From an optimization exercise on the open Yosys and OpenROAD flow, aimed at small area, a short achievable clock period and few clock cycles per item; shortcuts taken in it are not production practice. In this exercise RTL edits were held to simulation tests only and were not proved equivalent to the original. Power and IR drop assume default switching activity.

==> flow/design.v <==
`default_nettype none
module seq_gcd (
	clk,
	rst_n,
	la_write_a,
	la_write_b,
	a_i,
	b_i,
	gcd_o,
	rdata,
	ready
);
	input wire clk;
	input wire rst_n;
	input wire [31:0] la_write_a;
	input wire [31:0] la_write_b;
	input wire [31:0] a_i;
	input wire [31:0] b_i;
	output wire [31:0] gcd_o;
	output wire [31:0] rdata;
	output reg ready;
	parameter NSTEP = 3;    
	reg [31:0] a_q;
	reg [31:0] b_q;
	reg [4:0] k_q;
	reg busy;
	wire la_load = (&la_write_a) & (&la_write_b);
	wire load = ~busy & la_load;
	wire [31:0] sa [0:NSTEP];
	wire [31:0] sb [0:NSTEP];
	wire [4:0] sk [0:NSTEP];
	assign sa[0] = a_q;
	assign sb[0] = b_q;
	assign sk[0] = k_q;
	genvar i, l, j;
	generate
		for (i = 0; i < NSTEP; i = i + 1) begin : step
			wire [31:0] a = sa[i];
			wire [31:0] b = sb[i];
			wire [4:0] k = sk[i];
			wire bz = ~|b;
			wire kz = ~|k;
			wire c_put = bz & ~kz;             
			wire c_two = ~bz & ~a[0] & ~b[0];  
			wire c_aev = ~a[0] & b[0];         
			wire c_sub = a[0] & b[0];          
			wire [31:0] p0 = ~(a ^ b);
			wire [31:0] g0 = b & ~a;
			wire gn0 = g0[1] | (p0[1] & g0[0]);
			wire pn0 = p0[1] & p0[0];
			wire gn1 = g0[3] | (p0[3] & g0[2]);
			wire pn1 = p0[3] & p0[2];
			wire gn2 = g0[5] | (p0[5] & g0[4]);
			wire pn2 = p0[5] & p0[4];
			wire gn3 = g0[7] | (p0[7] & g0[6]);
			wire pn3 = p0[7] & p0[6];
			wire gn4 = g0[9] | (p0[9] & g0[8]);
			wire pn4 = p0[9] & p0[8];
			wire gn5 = g0[11] | (p0[11] & g0[10]);
			wire pn5 = p0[11] & p0[10];
			wire gn6 = g0[13] | (p0[13] & g0[12]);
			wire pn6 = p0[13] & p0[12];
			wire gn7 = g0[15] | (p0[15] & g0[14]);
			wire pn7 = p0[15] & p0[14];
			wire gn8 = g0[17] | (p0[17] & g0[16]);
			wire pn8 = p0[17] & p0[16];
			wire gn9 = g0[19] | (p0[19] & g0[18]);
			wire pn9 = p0[19] & p0[18];
			wire gn10 = g0[21] | (p0[21] & g0[20]);
			wire pn10 = p0[21] & p0[20];
			wire gn11 = g0[23] | (p0[23] & g0[22]);
			wire pn11 = p0[23] & p0[22];
			wire gn12 = g0[25] | (p0[25] & g0[24]);
			wire pn12 = p0[25] & p0[24];
			wire gn13 = g0[27] | (p0[27] & g0[26]);
			wire pn13 = p0[27] & p0[26];
			wire gn14 = g0[29] | (p0[29] & g0[28]);
			wire pn14 = p0[29] & p0[28];
			wire gn15 = g0[31] | (p0[31] & g0[30]);
			wire pn15 = p0[31] & p0[30];
			wire gn16 = gn1 | (pn1 & gn0);
			wire pn16 = pn1 & pn0;
			wire gn17 = gn3 | (pn3 & gn2);
			wire pn17 = pn3 & pn2;
			wire gn18 = gn5 | (pn5 & gn4);
			wire pn18 = pn5 & pn4;
			wire gn19 = gn7 | (pn7 & gn6);
			wire pn19 = pn7 & pn6;
			wire gn20 = gn9 | (pn9 & gn8);
			wire pn20 = pn9 & pn8;
			wire gn21 = gn11 | (pn11 & gn10);
			wire pn21 = pn11 & pn10;
			wire gn22 = gn13 | (pn13 & gn12);
			wire pn22 = pn13 & pn12;
			wire gn23 = gn15 | (pn15 & gn14);
			wire pn23 = pn15 & pn14;
			wire gn24 = gn17 | (pn17 & gn16);
			wire pn24 = pn17 & pn16;
			wire gn25 = gn19 | (pn19 & gn18);
			wire pn25 = pn19 & pn18;
			wire gn26 = gn21 | (pn21 & gn20);
			wire pn26 = pn21 & pn20;
			wire gn27 = gn23 | (pn23 & gn22);
			wire pn27 = pn23 & pn22;
			wire gn28 = gn25 | (pn25 & gn24);
			wire pn28 = pn25 & pn24;
			wire gn29 = gn27 | (pn27 & gn26);
			wire pn29 = pn27 & pn26;
			wire gn30 = gn29 | (pn29 & gn28);
			wire pn30 = pn29 & pn28;
			wire gn31 = gn26 | (pn26 & gn28);
			wire pn31 = pn26 & pn28;
			wire gn32 = gn18 | (pn18 & gn24);
			wire pn32 = pn18 & pn24;
			wire gn33 = gn20 | (pn20 & gn28);
			wire pn33 = pn20 & pn28;
			wire gn34 = gn22 | (pn22 & gn31);
			wire pn34 = pn22 & pn31;
			wire gn35 = gn2 | (pn2 & gn16);
			wire pn35 = pn2 & pn16;
			wire gn36 = gn4 | (pn4 & gn24);
			wire pn36 = pn4 & pn24;
			wire gn37 = gn6 | (pn6 & gn32);
			wire pn37 = pn6 & pn32;
			wire gn38 = gn8 | (pn8 & gn28);
			wire pn38 = pn8 & pn28;
			wire gn39 = gn10 | (pn10 & gn33);
			wire pn39 = pn10 & pn33;
			wire gn40 = gn12 | (pn12 & gn31);
			wire pn40 = pn12 & pn31;
			wire gn41 = gn14 | (pn14 & gn34);
			wire pn41 = pn14 & pn34;
			wire gn42 = g0[2] | (p0[2] & gn0);
			wire pn42 = p0[2] & pn0;
			wire gn43 = g0[4] | (p0[4] & gn16);
			wire pn43 = p0[4] & pn16;
			wire gn44 = g0[6] | (p0[6] & gn35);
			wire pn44 = p0[6] & pn35;
			wire gn45 = g0[8] | (p0[8] & gn24);
			wire pn45 = p0[8] & pn24;
			wire gn46 = g0[10] | (p0[10] & gn36);
			wire pn46 = p0[10] & pn36;
			wire gn47 = g0[12] | (p0[12] & gn32);
			wire pn47 = p0[12] & pn32;
			wire gn48 = g0[14] | (p0[14] & gn37);
			wire pn48 = p0[14] & pn37;
			wire gn49 = g0[16] | (p0[16] & gn28);
			wire pn49 = p0[16] & pn28;
			wire gn50 = g0[18] | (p0[18] & gn38);
			wire pn50 = p0[18] & pn38;
			wire gn51 = g0[20] | (p0[20] & gn33);
			wire pn51 = p0[20] & pn33;
			wire gn52 = g0[22] | (p0[22] & gn39);
			wire pn52 = p0[22] & pn39;
			wire gn53 = g0[24] | (p0[24] & gn31);
			wire pn53 = p0[24] & pn31;
			wire gn54 = g0[26] | (p0[26] & gn40);
			wire pn54 = p0[26] & pn40;
			wire gn55 = g0[28] | (p0[28] & gn34);
			wire pn55 = p0[28] & pn34;
			wire gn56 = g0[30] | (p0[30] & gn41);
			wire pn56 = p0[30] & pn41;
			wire [31:0] Gf = {gn30, gn56, gn41, gn55, gn34, gn54, gn40, gn53, gn31, gn52, gn39, gn51, gn33, gn50, gn38, gn49, gn28, gn48, gn37, gn47, gn32, gn46, gn36, gn45, gn24, gn44, gn35, gn43, gn16, gn42, gn0, g0[0]};
			wire [31:0] Pf = {pn30, pn56, pn41, pn55, pn34, pn54, pn40, pn53, pn31, pn52, pn39, pn51, pn33, pn50, pn38, pn49, pn28, pn48, pn37, pn47, pn32, pn46, pn36, pn45, pn24, pn44, pn35, pn43, pn16, pn42, pn0, p0[0]};
			wire ge = Gf[31] | Pf[31];
			wire [31:0] c1 = {Gf[30:0] | Pf[30:0], 1'b1};
			wire [31:0] c0n = {~Gf[30:0], 1'b1};
			wire [31:0] ad = p0 ^ (ge ? c1 : c0n);
			wire [31:0] xv = b[0] ? ad : b;
			wire [2:0] y = b[0] ? (a[2:0] ^ b[2:0]) : b[2:0];
			wire [1:0] sh = c_two ? 2'd1 :
			                y[0] ? 2'd0 :
			                y[1] ? 2'd1 :
			                y[2] ? 2'd2 :
			                2'd3;
			wire [31:0] s0 = xv;
			wire [31:0] s1 = sh[0] ? s0 >> 1 : s0;
			wire [31:0] s2 = sh[1] ? s1 >> 2 : s1;
			assign sb[i+1] = s2;
			assign sa[i+1] = c_put ? a << 1 :
			                 c_two ? a >> 1 :
			                 (c_aev | (c_sub & ~ge)) ? b : a;
			assign sk[i+1] = c_put ? k - 5'd1 : c_two ? k + 5'd1 : k;
		end
	endgenerate
	always @(posedge clk) begin
		if (load) begin
			a_q <= a_i;
			b_q <= b_i;
			k_q <= 5'd0;
		end else begin
			a_q <= sa[NSTEP];
			b_q <= sb[NSTEP];
			k_q <= sk[NSTEP];
		end
	end
	wire fin = ~|sb[NSTEP] & ~|sk[NSTEP];
	always @(posedge clk or negedge rst_n) begin
		if (~rst_n) begin
			busy <= 1'b0;
			ready <= 1'b0;
		end else begin
			if (load) begin
				busy <= 1'b1;
				ready <= 1'b0;
			end else if (busy & fin) begin
				busy <= 1'b0;
				ready <= 1'b1;
			end
		end
	end
	assign gcd_o = a_q;
	assign rdata = 32'd0;
endmodule
`default_nettype wire
Settings: LEC_CHECK=0, ABC_AREA=1, CAP_MARGIN=20, CORE_MARGIN=2, CORE_UTILIZATION=40, SLEW_MARGIN=20; clock period 70.0 ns.
standard.sh (not shown) runs the stock make flow with config.mk's settings and CLKGATE_MAP_FILE= SYNTH_SCRIPT=/design/flow/synth_recipe.tcl, a recipe that flattens the netlist after the stock synthesis.
==> flow/flow/run.sh <==
#!/bin/bash
set -euo pipefail
MARGIN=$(cat flow/margin.txt)
bash standard.sh SETUP_SLACK_MARGIN=$MARGIN \
  "BUFFER_PORTS_ARGS=-buffer_cell sky130_fd_sc_hd__buf_1" finish > standard_flow.log 2>&1
==> flow/flow/margin.txt <==
54
The baseline passed the timing, DRC and antenna checks.
Testbench counts at the start, summed over its fixed seeds: cycles 28,796, items 3,200.
Next try:
==> flow/flow/margin.txt (replaced) <==
54.6
- CTS_BUF_LIST: unset -> sky130_fd_sc_hd__clkbuf_4 sky130_fd_sc_hd__clkbuf_8
- PLACE_DENSITY: unset -> 0.8
The new run finished with timing, DRC and antenna clean; fmax goes up by a few percent; total power goes down by roughly a tenth; combinational power goes up by a few percent; hold slack loses 0.015 ns.

afterwards: timing with drivers on the ports:
In the flow no input, the clock included, has a driving cell. The finished layouts below were timed again as built, in two steps.
Step 1 sets driving cells, clkbuf_16 on the clock port and buf_2 on the other inputs (assumed; they add their load-dependent delay and slew).
Step 2 moves the port delays by t, midway between the first and last clock arrival at a register: inputs arrive t later, outputs are due t later. That takes back most of the time a late clock gives input paths.
Three values: ideal ports, drivers, drivers and shift; two values: the first two.
| run | t (ns) | setup WS [ns] | latest minus earliest clock arrival (ns) | worst data-port slew with drivers (ns) | cell pins on the clock port's net |
|---|---|---|---|---|---|
| the first run | 0.384 | 54.193 / 54.211 / 53.828 | 0.008 / 0.009 | 0.11 | 1 |
| the second run | 0.412 | 54.668 / 54.668 / 54.256 | 0.016 / 0.016 | 0.07 | 1 |
After both steps setup and hold are still met in every run listed. For the second run, which loses most, drivers alone change the setup slack by 0.000 ns; drivers and shift together by -0.412 ns.
